Background: an optimization exercise with open tools, aiming at small area and a short achievable clock period. Do not read the settings as production practice.
At most, simulation tests tie the RTL to the original design; equivalence was not proved.
Only the layout flow was run in runs 1 and 2; the RTL was not checked for function there.
No activity file was given, so power comes from the tool's default toggle rates.

==> flow/design.v <==
module DALU(clk, rst, in_valid, instruction, out_valid, out);
input clk, rst, in_valid;
input [18:0] instruction;
output [15:0] out;
output reg out_valid;
wire [18:0] ins = instruction;
wire [2:0] op = ins[18:16];
wire [5:0] s = ins[15:10];
wire [5:0] tt = ins[9:4];
wire [3:0] f = ins[3:0];
wire op0 = op == 3'd0, mo1 = op == 3'd1, mo2 = op == 3'd2, mo3 = op == 3'd3, mo4 = op == 3'd4;
wire mlog = op0 & (f == 4'd0 | f == 4'd1 | f == 4'd2);
wire madd = op0 & (f == 4'd3);
wire msub = op0 & (f == 4'd4);
wire selAs = madd | msub | mo3 | mo4;
wire pass = (op0 & (f <= 4'd4)) | mo3 | mo4;
wire [5:0] sx = s ^ tt, sa = s & tt;
wire lx = op0 & (f == 4'd1 | f == 4'd2), la = op0 & (f == 4'd0 | f == 4'd1);
wire [6:0] nt = 7'd0 - {tt[5], tt};
reg [7:0] r0, r1;
always @* begin
  case (f[1:0])
    2'b01: r0 = {{2{tt[5]}}, tt};
    2'b10: r0 = {nt, 1'b0};
    2'b11: r0 = {nt[6], nt};
    default: r0 = 8'd0;
  endcase
  case (f[3:1])
    3'b001, 3'b010: r1 = {{2{tt[5]}}, tt};
    3'b011: r1 = {tt[5], tt, 1'b0};
    3'b100: r1 = {nt, 1'b0};
    3'b101, 3'b110: r1 = {nt[6], nt};
    default: r1 = 8'd0;
  endcase
end
wire [7:0] w;
wire a0 = ~(s[1]);
wire a1, a2;
DALU_ha u_a1 (.a(s[2]), .b(tt[2]), .s(a1), .co(a2));
wire a3, a4;
DALU_ha u_a3 (.a(s[3]), .b(tt[3]), .s(a3), .co(a4));
wire a5, a6;
DALU_ha u_a5 (.a(s[4]), .b(tt[4]), .s(a5), .co(a6));
wire a7, a8;
DALU_ha u_a7 (.a(s[5]), .b(tt[5]), .s(a7), .co(a8));
wire a9, a10;
DALU_ha u_a9 (.a(s[5]), .b(tt[5]), .s(a9), .co(a10));
wire a11, a12;
DALU_ha u_a11 (.a(s[5]), .b(tt[5]), .s(a11), .co(a12));
wire a13, a14;
DALU_ha u_a13 (.a(s[0]), .b(tt[0]), .s(a13), .co(a14));
wire a15, a16;
DALU_fa u_a15 (.a(tt[1]), .b(f[1]), .c(a0), .s(a15), .co(a16));
wire a17, a18;
DALU_fa u_a17 (.a(f[2]), .b(s[1]), .c(a1), .s(a17), .co(a18));
wire a19, a20;
DALU_fa u_a19 (.a(f[3]), .b(a2), .c(a3), .s(a19), .co(a20));
wire a21, a22;
DALU_fa u_a21 (.a(f[3]), .b(a4), .c(a5), .s(a21), .co(a22));
wire a23, a24;
DALU_fa u_a23 (.a(f[3]), .b(a6), .c(a7), .s(a23), .co(a24));
wire a25, a26;
DALU_fa u_a25 (.a(f[3]), .b(a8), .c(a9), .s(a25), .co(a26));
wire a27, a28;
DALU_fa u_a27 (.a(f[3]), .b(a10), .c(a11), .s(a27), .co(a28));
wire a29, a30;
DALU_ha u_a29 (.a(f[0]), .b(a13), .s(a29), .co(a30));
wire a31, a32;
DALU_ha u_a31 (.a(a14), .b(a15), .s(a31), .co(a32));
wire a33, a34;
DALU_ha u_a33 (.a(a16), .b(a17), .s(a33), .co(a34));
wire a35, a36;
DALU_ha u_a35 (.a(a18), .b(a19), .s(a35), .co(a36));
wire a37, a38;
DALU_ha u_a37 (.a(a20), .b(a21), .s(a37), .co(a38));
wire a39, a40;
DALU_ha u_a39 (.a(a22), .b(a23), .s(a39), .co(a40));
wire a41, a42;
DALU_ha u_a41 (.a(a24), .b(a25), .s(a41), .co(a42));
wire a43, a44;
DALU_ha u_a43 (.a(a26), .b(a27), .s(a43), .co(a44));
wire a45 = a32 | (a31 & a30);
wire a46 = a31 & a29;
wire a47 = a36 | (a35 & a34);
wire a48 = a35 & a33;
wire a49 = a40 | (a39 & a38);
wire a50 = a39 & a37;
wire a51 = a44 | (a43 & a42);
wire a52 = a43 & a41;
wire a53 = a34 | (a33 & a45);
wire a54 = a33 & a46;
wire a55 = a47 | (a48 & a45);
wire a56 = a48 & a46;
wire a57 = a42 | (a41 & a49);
wire a58 = a41 & a50;
wire a59 = a51 | (a52 & a49);
wire a60 = a52 & a50;
wire a61 = a38 | (a37 & a55);
wire a62 = a37 & a56;
wire a63 = a49 | (a50 & a55);
wire a64 = a50 & a56;
wire a65 = a57 | (a58 & a55);
wire a66 = a58 & a56;
wire a67 = a59 | (a60 & a55);
wire a68 = a60 & a56;
wire a69 = a31 ^ a30;
wire a70 = a33 ^ a45;
wire a71 = a35 ^ a53;
wire a72 = a37 ^ a55;
wire a73 = a39 ^ a61;
wire a74 = a41 ^ a63;
wire a75 = a43 ^ a65;
assign w[0] = a29;
assign w[1] = a69;
assign w[2] = a70;
assign w[3] = a71;
assign w[4] = a72;
assign w[5] = a73;
assign w[6] = a74;
assign w[7] = a75;
reg v1;
reg ya0;
reg ya1;
reg ya2;
reg ya3;
reg ya4;
reg ya5;
reg ya6;
reg ya7;
reg ya8;
reg ya9;
reg yb0;
reg yb1;
reg yb2;
reg yb3;
reg yb4;
reg yb5;
reg yb6;
reg yb7;
reg yb8;
reg yb9;
reg yc0;
reg x0;
reg x1;
reg x2;
reg x3;
reg x4;
reg x5;
reg e0;
reg f0;
reg plo0;
reg plo1;
reg plo2;
reg plo3;
reg plo4;
reg plo5;
reg plo6;
reg pc0;
reg pa0;
reg pa1;
reg pa2;
reg pa3;
reg pa4;
reg pa5;
reg pa6;
reg pb0;
reg pb1;
reg pb2;
reg pb3;
reg pb4;
reg pb5;
reg pb6;
always @(posedge clk) begin
  v1 <= in_valid & ~rst;
  out_valid <= v1 & ~rst;
  ya0 <= (selAs & s[0]) | (mo1 & r0[0]) | (lx & sx[0]) | (mo2 & 1'b0);
  ya1 <= (selAs & s[1]) | (mo1 & r0[1]) | (lx & sx[1]) | (mo2 & 1'b0);
  ya2 <= (selAs & s[2]) | (mo1 & r0[2]) | (lx & sx[2]) | (mo2 & 1'b0);
  ya3 <= (selAs & s[3]) | (mo1 & r0[3]) | (lx & sx[3]) | (mo2 & w[0]);
  ya4 <= (selAs & s[4]) | (mo1 & r0[4]) | (lx & sx[4]) | (mo2 & w[2]);
  ya5 <= (selAs & s[5]) | (mo1 & r0[5]) | (lx & sx[5]) | (mo2 & w[3]);
  ya6 <= (selAs & s[5]) | (mo1 & r0[6]) | (lx & sx[5]) | (mo2 & w[4]);
  ya7 <= (selAs & s[5]) | (mo1 & r0[7]) | (lx & sx[5]) | (mo2 & w[5]);
  ya8 <= (selAs & s[5]) | (mo1 & r0[7]) | (lx & sx[5]) | (mo2 & w[6]);
  ya9 <= (selAs & s[5]) | (mo1 & r0[7]) | (lx & sx[5]) | (mo2 & w[7]);
  yb0 <= (la & sa[0]) | (madd & tt[0]) | (msub & nt[0]) | (mo3 & ins[0]) | (mo4 & ~ins[0]) | (mo1 & 1'b0);
  yb1 <= (la & sa[1]) | (madd & tt[1]) | (msub & nt[1]) | (mo3 & ins[1]) | (mo4 & ~ins[1]) | (mo1 & 1'b0);
  yb2 <= (la & sa[2]) | (madd & tt[2]) | (msub & nt[2]) | (mo3 & ins[2]) | (mo4 & ~ins[2]) | (mo1 & r1[0]);
  yb3 <= (la & sa[3]) | (madd & tt[3]) | (msub & nt[3]) | (mo3 & ins[3]) | (mo4 & ~ins[3]) | (mo1 & r1[1]);
  yb4 <= (la & sa[4]) | (madd & tt[4]) | (msub & nt[4]) | (mo3 & ins[4]) | (mo4 & ~ins[4]) | (mo1 & r1[2]) | (mo2 & ~w[1]);
  yb5 <= (la & sa[5]) | (madd & tt[5]) | (msub & nt[5]) | (mo3 & ins[5]) | (mo4 & ~ins[5]) | (mo1 & r1[3]) | (mo2 & ~w[1]);
  yb6 <= (la & sa[5]) | (madd & tt[5]) | (msub & nt[6]) | (mo3 & ins[6]) | (mo4 & ~ins[6]) | (mo1 & r1[4]) | (mo2 & ~w[1]);
  yb7 <= (la & sa[5]) | (madd & tt[5]) | (msub & nt[6]) | (mo3 & ins[7]) | (mo4 & ~ins[7]) | (mo1 & r1[5]) | (mo2 & ~w[1]);
  yb8 <= (la & sa[5]) | (madd & tt[5]) | (msub & nt[6]) | (mo3 & ins[8]) | (mo4 & ~ins[8]) | (mo1 & r1[6]) | (mo2 & ~w[1]);
  yb9 <= (la & sa[5]) | (madd & tt[5]) | (msub & nt[6]) | (mo3 & ins[9]) | (mo4 & ~ins[9]) | (mo1 & r1[7]) | (mo2 & ~w[1]);
  yc0 <= mo4;
  x0 <= mo1 ? s[0] : mo2 ? w[2] : pass;
  x1 <= mo1 ? s[1] : mo2 ? w[3] : 1'b0;
  x2 <= mo1 ? s[2] : mo2 ? w[4] : 1'b0;
  x3 <= mo1 ? s[3] : mo2 ? w[5] : 1'b0;
  x4 <= mo1 ? s[4] : mo2 ? w[6] : 1'b0;
  x5 <= mo1 ? s[5] : mo2 ? w[7] : 1'b0;
  e0 <= mo2 & w[0];
  f0 <= mo2 & ~w[1] & ~w[0];
  plo0 <= m210;
  plo1 <= m212;
  plo2 <= m214;
  plo3 <= m216;
  plo4 <= m218;
  plo5 <= m220;
  plo6 <= m222;
  pc0 <= m223;
  pa0 <= m165;
  pa1 <= m173;
  pa2 <= m181;
  pa3 <= m189;
  pa4 <= m197;
  pa5 <= m203;
  pa6 <= m208;
  pb0 <= m172;
  pb1 <= m180;
  pb2 <= m188;
  pb3 <= m196;
  pb4 <= m202;
  pb5 <= m206;
  pb6 <= m207;
end
wire [10:0] y;
wire m0, m1;
DALU_ha u_m0 (.a(ya0), .b(yb0), .s(m0), .co(m1));
wire m2, m3;
DALU_ha u_m2 (.a(ya1), .b(yb1), .s(m2), .co(m3));
wire m4, m5;
DALU_ha u_m4 (.a(ya2), .b(yb2), .s(m4), .co(m5));
wire m6, m7;
DALU_ha u_m6 (.a(ya3), .b(yb3), .s(m6), .co(m7));
wire m8, m9;
DALU_ha u_m8 (.a(ya4), .b(yb4), .s(m8), .co(m9));
wire m10, m11;
DALU_ha u_m10 (.a(ya5), .b(yb5), .s(m10), .co(m11));
wire m12, m13;
DALU_ha u_m12 (.a(ya6), .b(yb6), .s(m12), .co(m13));
wire m14, m15;
DALU_ha u_m14 (.a(ya7), .b(yb7), .s(m14), .co(m15));
wire m16, m17;
DALU_ha u_m16 (.a(ya8), .b(yb8), .s(m16), .co(m17));
wire m18, m19;
DALU_ha u_m18 (.a(ya9), .b(yb9), .s(m18), .co(m19));
wire m20, m21;
DALU_ha u_m20 (.a(ya9), .b(yb9), .s(m20), .co(m21));
wire m22 = m3 | (m2 & m1);
wire m23 = m2 & m0;
wire m24 = m7 | (m6 & m5);
wire m25 = m6 & m4;
wire m26 = m11 | (m10 & m9);
wire m27 = m10 & m8;
wire m28 = m15 | (m14 & m13);
wire m29 = m14 & m12;
wire m30 = m19 | (m18 & m17);
wire m31 = m18 & m16;
wire m32 = m5 | (m4 & m22);
wire m33 = m4 & m23;
wire m34 = m24 | (m25 & m22);
wire m35 = m25 & m23;
wire m36 = m13 | (m12 & m26);
wire m37 = m12 & m27;
wire m38 = m28 | (m29 & m26);
wire m39 = m29 & m27;
wire m40 = m21 | (m20 & m30);
wire m41 = m20 & m31;
wire m42 = m9 | (m8 & m34);
wire m43 = m8 & m35;
wire m44 = m26 | (m27 & m34);
wire m45 = m27 & m35;
wire m46 = m36 | (m37 & m34);
wire m47 = m37 & m35;
wire m48 = m38 | (m39 & m34);
wire m49 = m39 & m35;
wire m50 = m17 | (m16 & m48);
wire m51 = m16 & m49;
wire m52 = m30 | (m31 & m48);
wire m53 = m31 & m49;
wire m54 = m40 | (m41 & m48);
wire m55 = m41 & m49;
wire m56 = m1 | (m0 & yc0);
wire m57 = m22 | (m23 & yc0);
wire m58 = m32 | (m33 & yc0);
wire m59 = m34 | (m35 & yc0);
wire m60 = m42 | (m43 & yc0);
wire m61 = m44 | (m45 & yc0);
wire m62 = m46 | (m47 & yc0);
wire m63 = m48 | (m49 & yc0);
wire m64 = m50 | (m51 & yc0);
wire m65 = m52 | (m53 & yc0);
wire m66 = m54 | (m55 & yc0);
wire m67 = m0 ^ yc0;
wire m68 = m2 ^ m56;
wire m69 = m4 ^ m57;
wire m70 = m6 ^ m58;
wire m71 = m8 ^ m59;
wire m72 = m10 ^ m60;
wire m73 = m12 ^ m61;
wire m74 = m14 ^ m62;
wire m75 = m16 ^ m63;
wire m76 = m18 ^ m64;
wire m77 = m20 ^ m65;
assign y[0] = m67;
assign y[1] = m68;
assign y[2] = m69;
assign y[3] = m70;
assign y[4] = m71;
assign y[5] = m72;
assign y[6] = m73;
assign y[7] = m74;
assign y[8] = m75;
assign y[9] = m76;
assign y[10] = m77;
wire m78 = x0 & y[0];
wire m79 = x0 & y[1];
wire m80 = x0 & y[2];
wire m81 = x0 & y[3];
wire m82 = x0 & y[4];
wire m83 = x0 & y[5];
wire m84 = x0 & y[6];
wire m85 = x0 & y[7];
wire m86 = x0 & y[8];
wire m87 = x0 & y[9];
wire m88 = ~(x0 & y[10]);
wire m89 = x1 & y[0];
wire m90 = x1 & y[1];
wire m91 = x1 & y[2];
wire m92 = x1 & y[3];
wire m93 = x1 & y[4];
wire m94 = x1 & y[5];
wire m95 = x1 & y[6];
wire m96 = x1 & y[7];
wire m97 = x1 & y[8];
wire m98 = ~(x1 & y[9]);
wire m99 = x2 & y[0];
wire m100 = x2 & y[1];
wire m101 = x2 & y[2];
wire m102 = x2 & y[3];
wire m103 = x2 & y[4];
wire m104 = x2 & y[5];
wire m105 = x2 & y[6];
wire m106 = x2 & y[7];
wire m107 = x2 & y[8];
wire m108 = ~(x2 & y[9]);
wire m109 = x3 & y[0];
wire m110 = x3 & y[1];
wire m111 = x3 & y[2];
wire m112 = x3 & y[3];
wire m113 = x3 & y[4];
wire m114 = x3 & y[5];
wire m115 = x3 & y[6];
wire m116 = x3 & y[7];
wire m117 = x3 & y[8];
wire m118 = ~(x3 & y[9]);
wire m119 = x4 & y[0];
wire m120 = x4 & y[1];
wire m121 = x4 & y[2];
wire m122 = x4 & y[3];
wire m123 = x4 & y[4];
wire m124 = x4 & y[5];
wire m125 = x4 & y[6];
wire m126 = x4 & y[7];
wire m127 = x4 & y[8];
wire m128 = ~(x4 & y[9]);
wire m129 = ~(x5 & y[0]);
wire m130 = ~(x5 & y[1]);
wire m131 = ~(x5 & y[2]);
wire m132 = ~(x5 & y[3]);
wire m133 = ~(x5 & y[4]);
wire m134 = ~(x5 & y[5]);
wire m135 = ~(x5 & y[6]);
wire m136 = ~(x5 & y[7]);
wire m137 = ~(x5 & y[8]);
wire m138, m139;
DALU_fa u_m138 (.a(f0), .b(m99), .c(m90), .s(m138), .co(m139));
wire m140, m141;
DALU_fa u_m140 (.a(m109), .b(m100), .c(m91), .s(m140), .co(m141));
wire m142, m143;
DALU_fa u_m142 (.a(m81), .b(m139), .c(m140), .s(m142), .co(m143));
wire m144, m145;
DALU_fa u_m144 (.a(m119), .b(m110), .c(m101), .s(m144), .co(m145));
wire m146, m147;
DALU_fa u_m146 (.a(m92), .b(m82), .c(m141), .s(m146), .co(m147));
wire m148, m149;
DALU_fa u_m148 (.a(m144), .b(m143), .c(m146), .s(m148), .co(m149));
wire m150 = ~(m129 ^ m120);
wire m151 = m129 | m120;
wire m152, m153;
DALU_fa u_m152 (.a(m111), .b(m102), .c(m93), .s(m152), .co(m153));
wire m154, m155;
DALU_fa u_m154 (.a(m150), .b(m83), .c(m145), .s(m154), .co(m155));
wire m156, m157;
DALU_fa u_m156 (.a(m152), .b(m147), .c(m154), .s(m156), .co(m157));
wire m158, m159;
DALU_fa u_m158 (.a(m130), .b(m121), .c(m112), .s(m158), .co(m159));
wire m160, m161;
DALU_fa u_m160 (.a(m103), .b(m151), .c(m94), .s(m160), .co(m161));
wire m162, m163;
DALU_fa u_m162 (.a(m84), .b(m158), .c(m153), .s(m162), .co(m163));
wire m164, m165;
DALU_fa u_m164 (.a(m155), .b(m160), .c(m162), .s(m164), .co(m165));
wire m166, m167;
DALU_fa u_m166 (.a(m131), .b(m122), .c(m113), .s(m166), .co(m167));
wire m168, m169;
DALU_fa u_m168 (.a(m104), .b(m95), .c(m159), .s(m168), .co(m169));
wire m170, m171;
DALU_fa u_m170 (.a(m85), .b(m166), .c(m161), .s(m170), .co(m171));
wire m172, m173;
DALU_fa u_m172 (.a(m168), .b(m163), .c(m170), .s(m172), .co(m173));
wire m174, m175;
DALU_fa u_m174 (.a(m132), .b(m123), .c(m114), .s(m174), .co(m175));
wire m176, m177;
DALU_fa u_m176 (.a(m105), .b(m96), .c(m167), .s(m176), .co(m177));
wire m178, m179;
DALU_fa u_m178 (.a(m86), .b(m174), .c(m169), .s(m178), .co(m179));
wire m180, m181;
DALU_fa u_m180 (.a(m176), .b(m171), .c(m178), .s(m180), .co(m181));
wire m182, m183;
DALU_fa u_m182 (.a(m133), .b(m124), .c(m115), .s(m182), .co(m183));
wire m184, m185;
DALU_fa u_m184 (.a(m106), .b(m87), .c(m97), .s(m184), .co(m185));
wire m186, m187;
DALU_fa u_m186 (.a(m175), .b(m182), .c(m177), .s(m186), .co(m187));
wire m188, m189;
DALU_fa u_m188 (.a(m184), .b(m179), .c(m186), .s(m188), .co(m189));
wire m190, m191;
DALU_fa u_m190 (.a(m134), .b(m125), .c(m116), .s(m190), .co(m191));
wire m192, m193;
DALU_fa u_m192 (.a(m88), .b(m98), .c(m107), .s(m192), .co(m193));
wire m194, m195;
DALU_fa u_m194 (.a(m183), .b(m190), .c(m185), .s(m194), .co(m195));
wire m196, m197;
DALU_fa u_m196 (.a(m192), .b(m187), .c(m194), .s(m196), .co(m197));
wire m198, m199;
DALU_fa u_m198 (.a(m135), .b(m126), .c(m108), .s(m198), .co(m199));
wire m200, m201;
DALU_fa u_m200 (.a(m117), .b(m191), .c(m193), .s(m200), .co(m201));
wire m202, m203;
DALU_fa u_m202 (.a(m198), .b(m195), .c(m200), .s(m202), .co(m203));
wire m204, m205;
DALU_fa u_m204 (.a(m136), .b(m118), .c(m127), .s(m204), .co(m205));
wire m206, m207;
DALU_fa u_m206 (.a(m199), .b(m204), .c(m201), .s(m206), .co(m207));
wire m208, m209;
DALU_fa u_m208 (.a(m128), .b(m137), .c(m205), .s(m208), .co(m209));
wire m210, m211;
DALU_ha u_m210 (.a(e0), .b(m78), .s(m210), .co(m211));
wire m212, m213;
DALU_fa u_m212 (.a(m89), .b(m79), .c(m211), .s(m212), .co(m213));
wire m214, m215;
DALU_fa u_m214 (.a(m80), .b(m138), .c(m213), .s(m214), .co(m215));
wire m216, m217;
DALU_ha u_m216 (.a(m142), .b(m215), .s(m216), .co(m217));
wire m218, m219;
DALU_ha u_m218 (.a(m148), .b(m217), .s(m218), .co(m219));
wire m220, m221;
DALU_fa u_m220 (.a(m149), .b(m156), .c(m219), .s(m220), .co(m221));
wire m222, m223;
DALU_fa u_m222 (.a(m157), .b(m164), .c(m221), .s(m222), .co(m223));
wire [6:0] phi;
wire o0, o1;
DALU_ha u_o0 (.a(pa0), .b(pb0), .s(o0), .co(o1));
wire o2, o3;
DALU_ha u_o2 (.a(pa1), .b(pb1), .s(o2), .co(o3));
wire o4, o5;
DALU_ha u_o4 (.a(pa2), .b(pb2), .s(o4), .co(o5));
wire o6, o7;
DALU_ha u_o6 (.a(pa3), .b(pb3), .s(o6), .co(o7));
wire o8, o9;
DALU_ha u_o8 (.a(pa4), .b(pb4), .s(o8), .co(o9));
wire o10, o11;
DALU_ha u_o10 (.a(pa5), .b(pb5), .s(o10), .co(o11));
wire o12, o13;
DALU_ha u_o12 (.a(pa6), .b(pb6), .s(o12), .co(o13));
wire o14 = o3 | (o2 & o1);
wire o15 = o2 & o0;
wire o16 = o7 | (o6 & o5);
wire o17 = o6 & o4;
wire o18 = o11 | (o10 & o9);
wire o19 = o10 & o8;
wire o20 = o5 | (o4 & o14);
wire o21 = o4 & o15;
wire o22 = o16 | (o17 & o14);
wire o23 = o17 & o15;
wire o24 = o13 | (o12 & o18);
wire o25 = o12 & o19;
wire o26 = o9 | (o8 & o22);
wire o27 = o8 & o23;
wire o28 = o18 | (o19 & o22);
wire o29 = o19 & o23;
wire o30 = o24 | (o25 & o22);
wire o31 = o25 & o23;
wire o32 = o1 | (o0 & pc0);
wire o33 = o14 | (o15 & pc0);
wire o34 = o20 | (o21 & pc0);
wire o35 = o22 | (o23 & pc0);
wire o36 = o26 | (o27 & pc0);
wire o37 = o28 | (o29 & pc0);
wire o38 = o30 | (o31 & pc0);
wire o39 = o0 ^ pc0;
wire o40 = o2 ^ o32;
wire o41 = o4 ^ o33;
wire o42 = o6 ^ o34;
wire o43 = o8 ^ o35;
wire o44 = o10 ^ o36;
wire o45 = o12 ^ o37;
assign phi[0] = o39;
assign phi[1] = o40;
assign phi[2] = o41;
assign phi[3] = o42;
assign phi[4] = o43;
assign phi[5] = o44;
assign phi[6] = o45;
wire [13:0] p = {phi, plo6, plo5, plo4, plo3, plo2, plo1, plo0};
assign out = {{2{p[13]}}, p};
endmodule
module DALU_fa(input a, input b, input c, output s, output co);
assign s = a ^ b ^ c;
assign co = (a & b) | (a & c) | (b & c);
endmodule
module DALU_ha(input a, input b, output s, output co);
assign s = a ^ b;
assign co = a & b;
endmodule
==> flow/flow/run.sh <==
#!/bin/bash
# The standard layout, with the port buffers made of buf_2 cells instead of
# the resizer's default choice (a slow delay cell), and timing repair aiming
# at 5.3 ns of setup slack.
set -euo pipefail
echo 'export BUFFER_PORTS_ARGS = -buffer_cell sky130_fd_sc_hd__buf_2' >> config.mk
echo 'export SETUP_SLACK_MARGIN = 5.3' >> config.mk
bash standard.sh finish > flow.log 2>&1
==> flow/standard.sh <==
#!/bin/bash
# synth_recipe.tcl (not shown) runs the flow's synth.tcl, then flattens the netlist and writes it again
# the make line also repeats each setting of config.mk as NAME=value (left out here)
make -C /OpenROAD-flow-scripts/flow DESIGN_CONFIG=/design/flow/config.mk WORK_HOME=/design/flow/orfs CLKGATE_MAP_FILE= SYNTH_SCRIPT=/design/flow/synth_recipe.tcl "${@:-finish}"
==> flow/config.mk <==
export PLATFORM = sky130hd
export DESIGN_NAME = DALU
export DESIGN_NICKNAME = DALU
export VERILOG_FILES = /design/flow/design.v
export SDC_FILE = /design/flow/constraint.sdc
export NUM_CORES = 4
export LEC_CHECK = 0
export ABC_AREA = 1
export CAP_MARGIN = 20
export CORE_MARGIN = 2
export CORE_UTILIZATION = 40
export CTS_BUF_LIST = sky130_fd_sc_hd__clkbuf_8
export PLACE_DENSITY = 0.8
export SLEW_MARGIN = 20
export SYNTH_HIERARCHICAL = 1
export SYNTH_MINIMUM_KEEP_SIZE = 0
export BUFFER_PORTS_ARGS = -buffer_cell sky130_fd_sc_hd__buf_2
export SETUP_SLACK_MARGIN = 5.3
==> flow/constraint.sdc <==
create_clock -name core_clock -period 9.0 [get_ports {clk}]
set_input_delay 1.8000 -clock core_clock [delete_from_list [all_inputs] [get_ports {clk}]]
set_output_delay 1.8000 -clock core_clock [all_outputs]
set_load 0.01 [all_outputs]
==> results.toml, run 1 <==
[status]
status = "no timing/DRC/antenna violations"

[routing]
dr.first_iter.drc_count = 244
postRouteAntennaNets = 0
m1WireLength_um = 4787
wl_per_cell_um = 14.24
finalWirelength_um = 11110
wl_met3_um = 640
num_vias = 4046
top_layer = "met4"
drt_first_pass_iters = 23
drc = 0
viasPerCell = 5.187
met2_length_um = 5395

[timing]
tns_ps = 0
worst_pin_slew_ps = 809.1
final-hold-violation-count = 0
fin_crit_sh_pct = 39.81
slew_violations = 0
clock.fmax_mhz = 279.1
clock_skew_ps = 8.968
relSlewSlack_pct = 45.89
finalCriticalPeriod_ps = 3583
finalSetupViolations = 0
rsz0062_at_grt = "false"

[global_route]
grt_pass1_vias = 4014
grt_max_degree = 20
antenna_found_initial = 0
overflow = 0
grt_pass1_wl_um = 18690
grt_use_total_pct = 17.87

[setup_path]
critPathCaptureType = "flip-flop"
worstReg2RegStart = "yb0"
critPathArrivalTime_ps = 3790
worstSetupPathType = "flip-flop to flip-flop"
endpoint = "plo6"
worstPathRequired_ps = 9210
r2r-end = "plo6"
worstSetupStartpoint = "yb0"
timing.reg2reg.setup_slack_ps = 5420
start_kind = "flip-flop"
cp_max_fo = 3
r2r_cells = 14

[pwr]
vdd_drop_max_uv = 78.35
power_density_nw_per_um2 = 192.7
power_leakage_nw = 2.692
p_total_w = 0.001034

[run]
drv_cap = 0

[die]
die_w_um = 113.1
die_area_um2 = 12780
rows = 39
start_util_pct = 41.32
io_pins = 39
core_area_um2 = 11520
fp.dieH_um = 113.1

[layout]
drive_gt1_share_pct = 18.84
area_growth_pct = 12.81
finalNetCount = 753
antenna_cells = 0

[clock_tree]
worstSkewPairLatency_ps = 320
htreeDepth = 2
cts_buffer_depth = 2
ctsHoldBuffers = 0
cts_tree = "yes"
clockRootBuffer = "clkbuf_8"
clock-sinks = 53
path_clk_slew_ps = 100
numCtsBuffers = 5

[synth]
postSynthAreaPerCell_um2 = 7.917
yosysWarningCount = 7
synth_fp_nets = 718
ys_seq_area_share_pct = 22.30
synth.distinct_cells = 37
synth_seq_cells = 53
syn_area_um2 = 4758
syn_inst = 601

[place]
place.port_buffers = 38
gp_congestion = 0.9709
dp.final_hpwl_um = 8930

[hold_path]
hp-class = "flip-flop to flip-flop"
[worst min-delay path by stage]
stage	startpoint	to	slack (ps)	depth (start not counted)
2_1_floorplan	v1	out_valid	390	2
3_3_place_gp	v1	out_valid	390	2
3_5_place_dp	v1	out_valid	400	2
4_1_cts	v1	out_valid	410	2
5_1_grt	v1	out_valid	460	2
6_report	v1	out_valid	410	2
[cell type report]
class,count,area [um2]
clock buffers,5,68.82
clock inverters,3,28.78
fillers,1120,6148
inverters,73,274.0
multi-input cells,455,3481
flip-flops and latches,53,1064
well taps,143,178.9
repair buffers,48,272.8
[cell families (layout without fill, tap and decap cells)]
family	count (synthesis)	in the layout	synth area share [%]
xor gates and xnor gates	12	12	2.524
AOI/OAI and AO/OA	68	68	8.046
DFF	53	53	22.30
adders and majority gates	95	95	32.24
and+or+nand+nor	280	280	26.16
buffers and inverters	93	129	8.730
[layout by cell type, fill, tap and decap left out, types with 3 or more instances in the layout]
master / instances
nor2_4: 3
o211ai_1: 4
ha_1: 41
nand2_2: 10
dfxtp_1: 51
xor2_1: 6
nand4_1: 9
a21oi_1: 25
o21ai_1: 3
o21ai_0: 22
nor2_1: 55
clkbuf_8: 5
nor3_1: 5
xnor2_2: 3
ha_4: 7
fa_1: 41
fa_2: 5
o22ai_1: 3
buf_2: 35
inv_1: 64
nor2_2: 9
nand3_1: 39
nand3_2: 5
nand3b_1: 5
buf_4: 11
nand2_1: 134
inv_2: 8
[synthesized netlist by cell type, drive strengths merged]
master / number / area share, %
o22ai: 3 / 0.39
dfxtp: 53 / 22
clkbuf: 1 / 0.079
nor2: 67 / 5.7
fa: 46 / 19
a21oi: 27 / 2.9
inv: 72 / 5.7
buf: 19 / 2.9
ha: 49 / 13
nor3: 6 / 0.87
nand3b: 5 / 0.79
xnor2: 5 / 1.2
o211ai: 4 / 0.63
a22oi: 2 / 0.32
nand3: 45 / 5.2
o311ai: 1 / 0.18
xor2: 7 / 1.3
nand4: 10 / 1.6
clkinv: 1 / 0.079
o221ai: 1 / 0.18
o21ai: 27 / 2.9
o2111ai: 1 / 0.18
a21o: 2 / 0.32
or2: 2 / 0.26
nand2: 145 / 12
[metrics by stage]
stage	std cells	setup slack [ps]	area [um2]	util, %	hold WS, ps
floorplan	601	5324	4761	-	388.3
global route	780	5302	5368	46.61	461.8
CTS	776	5284	5162	44.83	414.4
finish	780	5417	5368	46.61	412.4
global placement	762	5067	4989	43.32	390.7
detailed placement	762	5014	4989	43.32	399.1
[modules after synthesis, one instance, submodules excluded]
module | copies in the design | cell area [um2] | flip-flops and latches
DALU_ha | 36 | 12.51 | 0
DALU_fa | 46 | 20.02 | 0
DALU | 1 | 3387 | 53
[power by group]
| part | total (W) | internal [W] | switching [W] |
|---|---|---|---|
| sequential | 0.000312 | 0.000289 | 0.0000229 |
| clock | 0.000140 | 0.0000582 | 0.0000820 |
| combinational | 0.000582 | 0.000252 | 0.000330 |
[what timing repair did]
action                     in CTS  in global routing
setup endpoints to repair       5                  9
resized for setup               8                 40
pin swaps                       7                 19
setup buffers                   6                  4
[routing by layer]
layer	global-route usage (%)	up-vias
met5	0	-
met4	6.829	0
met3	2.517	23
met2	31.02	148
met1	22.58	1885
li1	-	1990
[critical path, stage by stage, from the launching register on]
cell and delay (ps):
dfxtp_2 340, ha_4 260, ha_4 160, nor2_4 120, xnor2_2 140, buf_4 140
buf_4 90, buf_4 90, nand2_1 50, ha_1 310, inv_2 70, fa_1 430
fa_1 490, fa_2 350, fa_1 420
==> run 2: changes to the inputs <==
--- a/flow/design.v
+++ b/flow/design.v
@@ -155,4 +155,2 @@
 reg plo4;
-reg plo5;
-reg plo6;
 reg pc0;
@@ -165,2 +163,4 @@
 reg pa6;
+reg pa7;
+reg pa8;
 reg pb0;
@@ -172,2 +172,4 @@
 reg pb6;
+reg pb7;
+reg pb8;
 always @(posedge clk) begin
@@ -209,19 +211,21 @@
   plo4 <= m218;
-  plo5 <= m220;
-  plo6 <= m222;
-  pc0 <= m223;
-  pa0 <= m165;
-  pa1 <= m173;
-  pa2 <= m181;
-  pa3 <= m189;
-  pa4 <= m197;
-  pa5 <= m203;
-  pa6 <= m208;
-  pb0 <= m172;
-  pb1 <= m180;
-  pb2 <= m188;
-  pb3 <= m196;
-  pb4 <= m202;
-  pb5 <= m206;
-  pb6 <= m207;
+  pc0 <= m219;
+  pa0 <= m149;
+  pa1 <= m157;
+  pa2 <= m165;
+  pa3 <= m173;
+  pa4 <= m181;
+  pa5 <= m189;
+  pa6 <= m197;
+  pa7 <= m203;
+  pa8 <= m208;
+  pb0 <= m156;
+  pb1 <= m164;
+  pb2 <= m172;
+  pb3 <= m180;
+  pb4 <= m188;
+  pb5 <= m196;
+  pb6 <= m202;
+  pb7 <= m206;
+  pb8 <= m207;
 end
@@ -459,7 +463,3 @@
 DALU_ha u_m218 (.a(m148), .b(m217), .s(m218), .co(m219));
-wire m220, m221;
-DALU_fa u_m220 (.a(m149), .b(m156), .c(m219), .s(m220), .co(m221));
-wire m222, m223;
-DALU_fa u_m222 (.a(m157), .b(m164), .c(m221), .s(m222), .co(m223));
-wire [6:0] phi;
+wire [8:0] phi;
 wire o0, o1;
@@ -478,42 +478,60 @@
 DALU_ha u_o12 (.a(pa6), .b(pb6), .s(o12), .co(o13));
-wire o14 = o3 | (o2 & o1);
-wire o15 = o2 & o0;
-wire o16 = o7 | (o6 & o5);
-wire o17 = o6 & o4;
-wire o18 = o11 | (o10 & o9);
-wire o19 = o10 & o8;
-wire o20 = o5 | (o4 & o14);
-wire o21 = o4 & o15;
-wire o22 = o16 | (o17 & o14);
-wire o23 = o17 & o15;
-wire o24 = o13 | (o12 & o18);
-wire o25 = o12 & o19;
-wire o26 = o9 | (o8 & o22);
-wire o27 = o8 & o23;
-wire o28 = o18 | (o19 & o22);
-wire o29 = o19 & o23;
-wire o30 = o24 | (o25 & o22);
-wire o31 = o25 & o23;
-wire o32 = o1 | (o0 & pc0);
-wire o33 = o14 | (o15 & pc0);
-wire o34 = o20 | (o21 & pc0);
-wire o35 = o22 | (o23 & pc0);
-wire o36 = o26 | (o27 & pc0);
-wire o37 = o28 | (o29 & pc0);
-wire o38 = o30 | (o31 & pc0);
-wire o39 = o0 ^ pc0;
-wire o40 = o2 ^ o32;
-wire o41 = o4 ^ o33;
-wire o42 = o6 ^ o34;
-wire o43 = o8 ^ o35;
-wire o44 = o10 ^ o36;
-wire o45 = o12 ^ o37;
-assign phi[0] = o39;
-assign phi[1] = o40;
-assign phi[2] = o41;
-assign phi[3] = o42;
-assign phi[4] = o43;
-assign phi[5] = o44;
-assign phi[6] = o45;
-wire [13:0] p = {phi, plo6, plo5, plo4, plo3, plo2, plo1, plo0};
+wire o14, o15;
+DALU_ha u_o14 (.a(pa7), .b(pb7), .s(o14), .co(o15));
+wire o16, o17;
+DALU_ha u_o16 (.a(pa8), .b(pb8), .s(o16), .co(o17));
+wire o18 = o3 | (o2 & o1);
+wire o19 = o2 & o0;
+wire o20 = o7 | (o6 & o5);
+wire o21 = o6 & o4;
+wire o22 = o11 | (o10 & o9);
+wire o23 = o10 & o8;
+wire o24 = o15 | (o14 & o13);
+wire o25 = o14 & o12;
+wire o26 = o5 | (o4 & o18);
+wire o27 = o4 & o19;
+wire o28 = o20 | (o21 & o18);
+wire o29 = o21 & o19;
+wire o30 = o13 | (o12 & o22);
+wire o31 = o12 & o23;
+wire o32 = o24 | (o25 & o22);
+wire o33 = o25 & o23;
+wire o34 = o9 | (o8 & o28);
+wire o35 = o8 & o29;
+wire o36 = o22 | (o23 & o28);
+wire o37 = o23 & o29;
+wire o38 = o30 | (o31 & o28);
+wire o39 = o31 & o29;
+wire o40 = o32 | (o33 & o28);
+wire o41 = o33 & o29;
+wire o42 = o17 | (o16 & o40);
+wire o43 = o16 & o41;
+wire o44 = o1 | (o0 & pc0);
+wire o45 = o18 | (o19 & pc0);
+wire o46 = o26 | (o27 & pc0);
+wire o47 = o28 | (o29 & pc0);
+wire o48 = o34 | (o35 & pc0);
+wire o49 = o36 | (o37 & pc0);
+wire o50 = o38 | (o39 & pc0);
+wire o51 = o40 | (o41 & pc0);
+wire o52 = o42 | (o43 & pc0);
+wire o53 = o0 ^ pc0;
+wire o54 = o2 ^ o44;
+wire o55 = o4 ^ o45;
+wire o56 = o6 ^ o46;
+wire o57 = o8 ^ o47;
+wire o58 = o10 ^ o48;
+wire o59 = o12 ^ o49;
+wire o60 = o14 ^ o50;
+wire o61 = o16 ^ o51;
+assign phi[0] = o53;
+assign phi[1] = o54;
+assign phi[2] = o55;
+assign phi[3] = o56;
+assign phi[4] = o57;
+assign phi[5] = o58;
+assign phi[6] = o59;
+assign phi[7] = o60;
+assign phi[8] = o61;
+wire [13:0] p = {phi, plo4, plo3, plo2, plo1, plo0};
 assign out = {{2{p[13]}}, p};
==> results.toml, run 2 <==
[setup_path]
worstReg2RegStart = "ya1"
cp_top_family = "compound AO/OA/AOI/OAI gates"
worstPathRequired_ps = 7200
worstSetupPathType = "flip-flop to output port"
max_stage_delay_ps = 370
timing.reg2reg.setup_slack_ps = 5580
worstSetupStartpoint = "pa3"
start_kind = "flip-flop"
crit_cells = 8
critPathArrivalTime_ps = 1820
critical_path.cell_chain = "ha_4 > a21oi_2 > o21ai_4 > buf_4 > a21oi_1 > nand2_1 > xor2_1 > buf_2"
endpoint = "out[10]"
crit_buf_inv = 2
r2r-end = "pb4"
critPathCaptureType = "output port"
critical_path.slowest_cell = "dfxtp_1"
cp_max_fo = 4
r2r_cells = 12

[run]
drv_cap = 0

[layout]
finalNetCount = 767
fin_cells = 798
layout_commonest_cell = "nand2_1"
drive_gt1_share_pct = 13.98
area_growth_pct = 9.559
antenna_cells = 0
finalInstanceArea_um2 = 5349
layout_common_cells = "nand2_1 (143), inv_1 (70), nor2_1 (63)"

[global_route]
grt_pass1_wl_um = 18680
use_met2_pct = 31.24
grtUsageMet3_pct = 2.170
antenna_found_initial = 0
overflow = 0
busiest_layer = "met2"
grt_pass1_vias = 4022
grt_use_total_pct = 17.64
use_met1_pct = 22.56
grt_max_degree = 21

[die]
start_util_pct = 40.82
die_w_um = 114.5
rows = 40
fp.dieH_um = 114.5
io_pins = 39
core_area_um2 = 11960
die_area_um2 = 13110

[clock_tree]
htreeDepth = 2
numCtsBuffers = 5
ctsHoldBuffers = 0
clockRootBuffer = "clkbuf_8"
cts_buffer_depth = 2
worstSkewPairLatency_ps = 310
path_clk_slew_ps = 110
cts_tree = "yes"
clock-sinks = 55

[synth]
syn_inst = 623
yosysWarningCount = 7
synth_area_leaders = "dfxtp_1 (23%), fa_1 (18%), ha_1 (13%)"
synth_edf_count = 0
netlist_top_cells_count = "nand2_1 (145), inv_1 (70), nor2_1 (65)"
synth_top_area_share_pct = 22.55
syn_area_um2 = 4882
yosys.area.top_type = "dfxtp_1"
synth_fp_nets = 740
synth.distinct_cells = 39
synthArstFlopShare_pct = 0
postSynthAreaPerCell_um2 = 7.837
ys.flop_type = "dfxtp_1"
synth.most_common_cell = "nand2_1"
ys_seq_area_share_pct = 22.55
synth_seq_cells = 55

[place]
gp_congestion = 0.9752
place.port_buffers = 38
dp.final_hpwl_um = 9014
placement.cell_area_um2 = 5116
placedCellCount = 789

[timing]
worst_pin_slew_ps = 725.0
final-hold-violation-count = 0
fin_crit_sh_pct = 40.24
clock_skew_ps = 10.91
relSlewSlack_pct = 51.51
tns_ps = 0
finalCriticalPeriod_ps = 3621
finalSetupViolations = 0
rsz0062_at_grt = "false"
whs_ps = 410.4
slew_violations = 0
clock.fmax_mhz = 276.1

[routing]
num_vias = 4123
drc = 0
wl_per_cell_um = 13.72
dr.first_iter.drc_count = 227
drt_first_pass_iters = 5
finalWirelength_um = 10950
viasPerCell = 5.167
postRouteAntennaNets = 0

[pwr]
power_density_nw_per_um2 = 204.7
power_leakage_nw = 2.740
vdd_drop_max_uv = 79.92
p_total_w = 0.001095

[status]
status = "no timing/DRC/antenna violations"

[hold_path]
hp-class = "flip-flop to flip-flop"
run 2: worst min-delay path by stage:
stage	to	slack, ps	startpoint	cells past startpoint
after global placement	out_valid	390	v1	2
final	out_valid	410	v1	2
after floorplan	out_valid	390	v1	2
after global routing	out_valid	430	v1	2
after CTS	out_valid	410	v1	2
after detailed placement	out_valid	400	v1	2
run 2: final cells by class:
class,instances,area [um2]
well taps,147,183.9
multi-input cells,472,3475
clock inverters,3,31.28
clock buffers,5,68.82
fillers,1161,6613
repair buffers,39,200.2
flip-flops and latches,55,1101
inverters,77,289.0
run 2: routing by layer:
metal / routed length (um) / vias to the layer above
li1: - / 2047
met2: 5314 / 161
met1: 4819 / 1898
met3: 650 / 17
met4: 163 / 0
met5: 0 / -
run 2: worst min-delay path: stages (launching register included):
cell     delay [ps]
dfxtp_1         310
inv_1            40
nor2_1           30
run 2: where the power goes:
part           leakage [nW]  total (W)  switching (W)  internal (W)
combinational          2.23   0.000622       0.000354      0.000268
clock                0.0526   0.000147      0.0000873     0.0000598
sequential            0.456   0.000326      0.0000268      0.000299
total                  2.74    0.00110       0.000468      0.000627
run 2: cells by family after synthesis:
logic type               share of synthesized area, %
AO/OA/AOI/OAI                                   8.329
buffers and inverters                           8.790
adder cells (fa/ha/maj)                         31.11
flip-flops                                      22.55
XOR/XNOR                                        2.819
AND/OR/NAND/NOR                                 26.40
run 2: what timing repair did:
item / 4_1_cts / 5_1_grt
endpoints found under the setup margin: 7 / 9
gates cloned: 0 / 0
resized for setup: 5 / 16
buffers inserted: 0 / 1
pin swaps: 1 / 6
run 2: stage by stage:
step                      worst slack, ps  util, %
after detailed placement             5013    42.77
final                                5379    44.72
after CTS                            5314    43.73
after floorplan                      5332        -
after global placement               5062    42.77
after global routing                 5295    44.72
run 2: modules after synthesis, one instance, submodules excluded:
module	cells inside	copies in the design	area (um2)
DALU_ha	1	38	12.51
DALU	541	1	3526
DALU_fa	1	44	20.02
==> run 3: changes to the inputs <==
--- a/flow/design.v
+++ b/flow/design.v
@@ -155,2 +155,3 @@
 reg plo4;
+reg plo5;
 reg pc0;
@@ -164,3 +165,2 @@
 reg pa7;
-reg pa8;
 reg pb0;
@@ -173,3 +173,2 @@
 reg pb7;
-reg pb8;
 always @(posedge clk) begin
@@ -211,21 +210,20 @@
   plo4 <= m218;
-  pc0 <= m219;
-  pa0 <= m149;
-  pa1 <= m157;
-  pa2 <= m165;
-  pa3 <= m173;
-  pa4 <= m181;
-  pa5 <= m189;
-  pa6 <= m197;
-  pa7 <= m203;
-  pa8 <= m208;
-  pb0 <= m156;
-  pb1 <= m164;
-  pb2 <= m172;
-  pb3 <= m180;
-  pb4 <= m188;
-  pb5 <= m196;
-  pb6 <= m202;
-  pb7 <= m206;
-  pb8 <= m207;
+  plo5 <= m220;
+  pc0 <= m221;
+  pa0 <= m157;
+  pa1 <= m165;
+  pa2 <= m173;
+  pa3 <= m181;
+  pa4 <= m189;
+  pa5 <= m197;
+  pa6 <= m203;
+  pa7 <= m208;
+  pb0 <= m164;
+  pb1 <= m172;
+  pb2 <= m180;
+  pb3 <= m188;
+  pb4 <= m196;
+  pb5 <= m202;
+  pb6 <= m206;
+  pb7 <= m207;
 end
@@ -463,3 +461,5 @@
 DALU_ha u_m218 (.a(m148), .b(m217), .s(m218), .co(m219));
-wire [8:0] phi;
+wire m220, m221;
+DALU_fa u_m220 (.a(m149), .b(m156), .c(m219), .s(m220), .co(m221));
+wire [7:0] phi;
 wire o0, o1;
@@ -480,58 +480,51 @@
 DALU_ha u_o14 (.a(pa7), .b(pb7), .s(o14), .co(o15));
-wire o16, o17;
-DALU_ha u_o16 (.a(pa8), .b(pb8), .s(o16), .co(o17));
-wire o18 = o3 | (o2 & o1);
-wire o19 = o2 & o0;
-wire o20 = o7 | (o6 & o5);
-wire o21 = o6 & o4;
-wire o22 = o11 | (o10 & o9);
-wire o23 = o10 & o8;
-wire o24 = o15 | (o14 & o13);
-wire o25 = o14 & o12;
-wire o26 = o5 | (o4 & o18);
-wire o27 = o4 & o19;
-wire o28 = o20 | (o21 & o18);
-wire o29 = o21 & o19;
-wire o30 = o13 | (o12 & o22);
-wire o31 = o12 & o23;
-wire o32 = o24 | (o25 & o22);
-wire o33 = o25 & o23;
-wire o34 = o9 | (o8 & o28);
-wire o35 = o8 & o29;
-wire o36 = o22 | (o23 & o28);
-wire o37 = o23 & o29;
-wire o38 = o30 | (o31 & o28);
-wire o39 = o31 & o29;
-wire o40 = o32 | (o33 & o28);
-wire o41 = o33 & o29;
-wire o42 = o17 | (o16 & o40);
-wire o43 = o16 & o41;
-wire o44 = o1 | (o0 & pc0);
-wire o45 = o18 | (o19 & pc0);
-wire o46 = o26 | (o27 & pc0);
-wire o47 = o28 | (o29 & pc0);
-wire o48 = o34 | (o35 & pc0);
-wire o49 = o36 | (o37 & pc0);
-wire o50 = o38 | (o39 & pc0);
-wire o51 = o40 | (o41 & pc0);
-wire o52 = o42 | (o43 & pc0);
-wire o53 = o0 ^ pc0;
-wire o54 = o2 ^ o44;
-wire o55 = o4 ^ o45;
-wire o56 = o6 ^ o46;
-wire o57 = o8 ^ o47;
-wire o58 = o10 ^ o48;
-wire o59 = o12 ^ o49;
-wire o60 = o14 ^ o50;
-wire o61 = o16 ^ o51;
-assign phi[0] = o53;
-assign phi[1] = o54;
-assign phi[2] = o55;
-assign phi[3] = o56;
-assign phi[4] = o57;
-assign phi[5] = o58;
-assign phi[6] = o59;
-assign phi[7] = o60;
-assign phi[8] = o61;
-wire [13:0] p = {phi, plo4, plo3, plo2, plo1, plo0};
+wire o16 = o3 | (o2 & o1);
+wire o17 = o2 & o0;
+wire o18 = o7 | (o6 & o5);
+wire o19 = o6 & o4;
+wire o20 = o11 | (o10 & o9);
+wire o21 = o10 & o8;
+wire o22 = o15 | (o14 & o13);
+wire o23 = o14 & o12;
+wire o24 = o5 | (o4 & o16);
+wire o25 = o4 & o17;
+wire o26 = o18 | (o19 & o16);
+wire o27 = o19 & o17;
+wire o28 = o13 | (o12 & o20);
+wire o29 = o12 & o21;
+wire o30 = o22 | (o23 & o20);
+wire o31 = o23 & o21;
+wire o32 = o9 | (o8 & o26);
+wire o33 = o8 & o27;
+wire o34 = o20 | (o21 & o26);
+wire o35 = o21 & o27;
+wire o36 = o28 | (o29 & o26);
+wire o37 = o29 & o27;
+wire o38 = o30 | (o31 & o26);
+wire o39 = o31 & o27;
+wire o40 = o1 | (o0 & pc0);
+wire o41 = o16 | (o17 & pc0);
+wire o42 = o24 | (o25 & pc0);
+wire o43 = o26 | (o27 & pc0);
+wire o44 = o32 | (o33 & pc0);
+wire o45 = o34 | (o35 & pc0);
+wire o46 = o36 | (o37 & pc0);
+wire o47 = o38 | (o39 & pc0);
+wire o48 = o0 ^ pc0;
+wire o49 = o2 ^ o40;
+wire o50 = o4 ^ o41;
+wire o51 = o6 ^ o42;
+wire o52 = o8 ^ o43;
+wire o53 = o10 ^ o44;
+wire o54 = o12 ^ o45;
+wire o55 = o14 ^ o46;
+assign phi[0] = o48;
+assign phi[1] = o49;
+assign phi[2] = o50;
+assign phi[3] = o51;
+assign phi[4] = o52;
+assign phi[5] = o53;
+assign phi[6] = o54;
+assign phi[7] = o55;
+wire [13:0] p = {phi, plo5, plo4, plo3, plo2, plo1, plo0};
 assign out = {{2{p[13]}}, p};
==> flow/flow/run.sh (replaced) <==
#!/bin/bash
# The standard layout with three changes: buf_2 port buffers instead of the
# resizer's default choice (a slow delay cell); an area-oriented restructure of
# the combinational logic after the floorplan; timing repair aiming at 5.3 ns
# of setup slack.
set -euo pipefail
here=$(pwd)
echo 'export BUFFER_PORTS_ARGS = -buffer_cell sky130_fd_sc_hd__buf_2' >> config.mk
echo 'export SETUP_SLACK_MARGIN = 5.3' >> config.mk
bash standard.sh floorplan > flow_floorplan.log 2>&1
res=$here/orfs/results/$FLOW_PLATFORM/DALU/base
lib=$FLOW_HOME/platforms/$FLOW_PLATFORM/lib/sky130_fd_sc_hd__tt_025C_1v80.lib
python3 flow/filtlib.py $lib rmp_cells.lib lpflow probe > filtlib.log 2>&1
RESULTS=$res WORK=$here LIB=$lib \
  openroad -no_init -exit flow/restructure.tcl > restructure.log 2>&1
bash standard.sh finish > flow_finish.log 2>&1
==> flow/flow/filtlib.py (new file) <==
# Copy a liberty file without the cells matching the given name fragments.
import sys, re
src, dst = sys.argv[1], sys.argv[2]
drop = sys.argv[3:]
out = []
skip = 0
depth = 0
with open(src) as f:
    for line in f:
        if skip == 0:
            m = re.match(r'\s*cell\s*\(\s*"?([\w]+)"?\s*\)', line)
            if m and any(d in m.group(1) for d in drop):
                skip = 1
                depth = line.count('{') - line.count('}')
                if depth <= 0 and '{' in line:
                    skip = 0
                continue
            out.append(line)
        else:
            depth += line.count('{') - line.count('}')
            if depth <= 0:
                skip = 0
with open(dst, 'w') as f:
    f.writelines(out)
==> flow/flow/restructure.tcl (new file) <==
# Area-oriented re-mapping of the combinational logic of the floorplanned
# netlist (registers untouched), before placement.
set res $::env(RESULTS)
read_db $res/2_floorplan.odb
read_liberty $::env(LIB)
read_sdc $res/2_floorplan.sdc
proc core_area {} {
  set a 0
  foreach i [[ord::get_db_block] getInsts] {
    set m [$i getMaster]
    if {[$m getType] eq "CORE"} { set a [expr {$a + [$m getWidth] * [$m getHeight]}] }
  }
  return [expr {$a / 1e6}]
}
puts "restructure: cell area before [core_area]"
file mkdir $::env(WORK)/rmp
restructure -target area -liberty_file $::env(WORK)/rmp_cells.lib \
  -tielo_port sky130_fd_sc_hd__conb_1/LO -tiehi_port sky130_fd_sc_hd__conb_1/HI \
  -work_dir $::env(WORK)/rmp -abc_logfile $::env(WORK)/restructure_abc.log
puts "restructure: cell area after [core_area]"
write_db $res/2_floorplan.odb
==> results.toml, run 3 <==
[setup_path]
start_kind = "flip-flop"
worstSetupPathType = "flip-flop to output port"
cp_max_fo = 3
critPathCaptureType = "output port"
critPathArrivalTime_ps = 2370
worstPathRequired_ps = 7200

[timing]
final-hold-violation-count = 0
finalSetupViolations = 0
clock.fmax_mhz = 239.9
clock_skew_ps = 6.538
tns_ps = 0
slew_violations = 0
relSlewSlack_pct = 35.10
whs_ps = 449.5
worst_pin_slew_ps = 966.0
fin_crit_sh_pct = 46.31
finalCriticalPeriod_ps = 4168
rsz0062_at_grt = "true"

[layout]
area_growth_pct = 15.53
layout_common_cells = "nor2_1 (104), clkinv_1 (70), o21ai_0 (54)"
layout_commonest_cell = "nor2_1"
finalNetCount = 761
antenna_cells = 0
drive_gt1_share_pct = 23.24

[die]
start_util_pct = 40.64
rows = 40
io_pins = 39
core_area_um2 = 11910
die_w_um = 114.0
fp.dieH_um = 114.0
die_area_um2 = 13000

[clock_tree]
numCtsBuffers = 5
cts_tree = "yes"
cts_buffer_depth = 2
clock-sinks = 54
path_clk_slew_ps = 100
htreeDepth = 2
ctsHoldBuffers = 0
clockRootBuffer = "clkbuf_8"
worstSkewPairLatency_ps = 300

[routing]
drt_first_pass_iters = 6
viasPerCell = 5.579
finalWirelength_um = 12140
dr.first_iter.drc_count = 252
postRouteAntennaNets = 0
wl_per_cell_um = 13.68
num_vias = 4949
drc = 0

[synth]
synth.distinct_cells = 40
yosys.area.top_type = "dfxtp_1"
synth.most_common_cell = "nand2_1"
synth_fp_nets = 733
synth_edf_count = 0
netlist_top_cells_count = "nand2_1 (151), nor2_1 (66), inv_1 (64)"
ys.flop_type = "dfxtp_1"
syn_area_um2 = 4841
postSynthAreaPerCell_um2 = 7.859
ys_seq_area_share_pct = 22.33
syn_inst = 616
synth_area_leaders = "dfxtp_1 (22%), fa_1 (19%), ha_1 (13%)"
synth_seq_cells = 54
synth_top_area_share_pct = 22.33
synthArstFlopShare_pct = 0
yosysWarningCount = 7

[status]
status = "no timing/DRC/antenna violations"

[global_route]
use_met1_pct = 22.12
antenna_found_initial = 0
grt_pass1_vias = 4249
grt_pass1_wl_um = 18770
overflow = 0
use_met2_pct = 29.72
busiest_layer = "met2"
grt_use_total_pct = 17.14
grtUsageMet3_pct = 1.594
grt_max_degree = 19

[place]
gp_congestion = 0.9578
place.port_buffers = 38
dp.final_hpwl_um = 8520

[hold_path]
hp-class = "flip-flop to flip-flop"

[run]
drv_cap = 0

[pwr]
power_leakage_nw = 2.000
vdd_drop_max_uv = 55.36
power_density_nw_per_um2 = 182.4
==> run 3: cell types whose count changed in the layout (fill, tap and decap cells not counted), moves of 29 or more <==
| cell | previous run | this run |
|---|---|---|
| inv_1 | 70 | 0 |
| o21ai_0 | 25 | 54 |
| nor2_1 | 63 | 104 |
| nand2_1 | 143 | 38 |
| ha_1 | 44 | 0 |
| fa_1 | 44 | 0 |
| clkinv_1 | 1 | 70 |
| nand3_1 | 45 | 5 |
==> run 3: logic make-up (layout without fill, tap and decap cells) <==
kind of cell / after synthesis / count (layout) / synth area share, %
flip-flops: 54 / 54 / 22.33
AND/OR/NAND/NOR: 301 / 237 / 27.53
adder cells (fa/ha/maj): 95 / 0 / 31.53
XOR/XNOR: 13 / 22 / 2.662
buffers and inverters: 95 / 166 / 8.891
other: 0 / 1 / 0
AO/OA/AOI/OAI: 58 / 260 / 7.056
==> run 3: worst paths after layout <==
check	from	end	slack (ps)	cells past startpoint
worst max-delay path	pa0	out[14]	4830	11
worst min-delay path	v1	out_valid	450	1
worst max register to register	ya0	pb4	5420	23
worst min register to register	v1	out_valid	450	1
==> run 3: metal layers <==
layer	routed length, um	share of wire, %
met5	0	0
met3	635	5.2
met4	393	3.2
met1	5285	44
met2	5822	48
==> run 3: timing repair <==
action | CTS | global route
setup buffers | 15 | 16
resized for setup | 45 | 103
endpoints found under the setup margin | 26 | 36
pin swaps | 13 | 37
==> run 3: where the power goes <==
group	total, W	leakage, nW	switching, W	internal, W
clock network	0.000138	0.0489	0.0000812	0.0000565
logic	0.000571	1.50	0.000303	0.000268
registers	0.000312	0.450	0.0000280	0.000284
total	0.00102	2.00	0.000412	0.000608
==> run 3: worst max-delay path: stages (launching register included) <==
cell and delay, ps:
dfxtp_4 370, buf_6 120, o22ai_4 130, o22ai_2 100, a22oi_2 240, o22ai_2 110
a22oi_2 230, o22ai_2 100, a22oi_2 160, o22a_1 200, a2bb2oi_2 160, buf_2 150
==> run 3: area by class of cell <==
type	count	area (um2)
clock buffer	5	68.82
clock inverter	3	22.52
fill	1135	6319
inverter	88	376.6
multi-input combinational	520	3378
sequential	54	1094
tap	147	183.9
timing repair buffer	70	469.2
==> run 3: through the flow <==
stage	area [um2]	worst slack [ps]	util (%)	cells	total power, W
2_1_floorplan	4841	5333	-	616	0.0008138
3_3_place_gp	4725	4370	39.66	848	0.0007216
3_5_place_dp	4725	4296	39.66	848	0.0007317
4_1_cts	5101	4818	42.83	871	0.0009446
5_1_grt	5593	4677	46.95	887	0.001100
6_report	5593	4832	46.95	887	0.001020
==> run 3: per-module statistics from Yosys, one instance, submodules excluded <==
module,times used,cells
DALU_ha,37,1
DALU_fa,45,1
DALU,1,534

port drivers added, routing unchanged:
How much do the figures lean on ideal ports? The routed layouts below were timed once more, with nothing changed but the port constraints.
Step 1: set_driving_cell puts a clkbuf_16 on clk and a buf_2 on each other input, an assumption about the parent block.
Step 2 moves the port delays by t, midway between the first and last clock arrival at a register: inputs arrive t later, outputs are due t later. That takes back most of the time a late clock gives input paths.
Three values: ideal ports, drivers, drivers and shift; two values: the first two.
run	t (ns)	slack for setup (ns)	worst hold slack (ns)	clock arrival spread, ns
run 1	0.342	5.417 / 5.417 / 5.100	0.412 / 0.412 / 0.412	0.009 / 0.009
run 2	0.342	5.379 / 5.347 / 5.072	0.410 / 0.410 / 0.410	0.012 / 0.013
run 3	0.329	4.832 / 4.802 / 5.023	0.450 / 0.450 / 0.450	0.007 / 0.007
After both steps setup and hold are still met in every run listed. For run 1, which loses most, drivers alone change the setup slack by 0.000 ns; drivers and shift together by -0.317 ns.
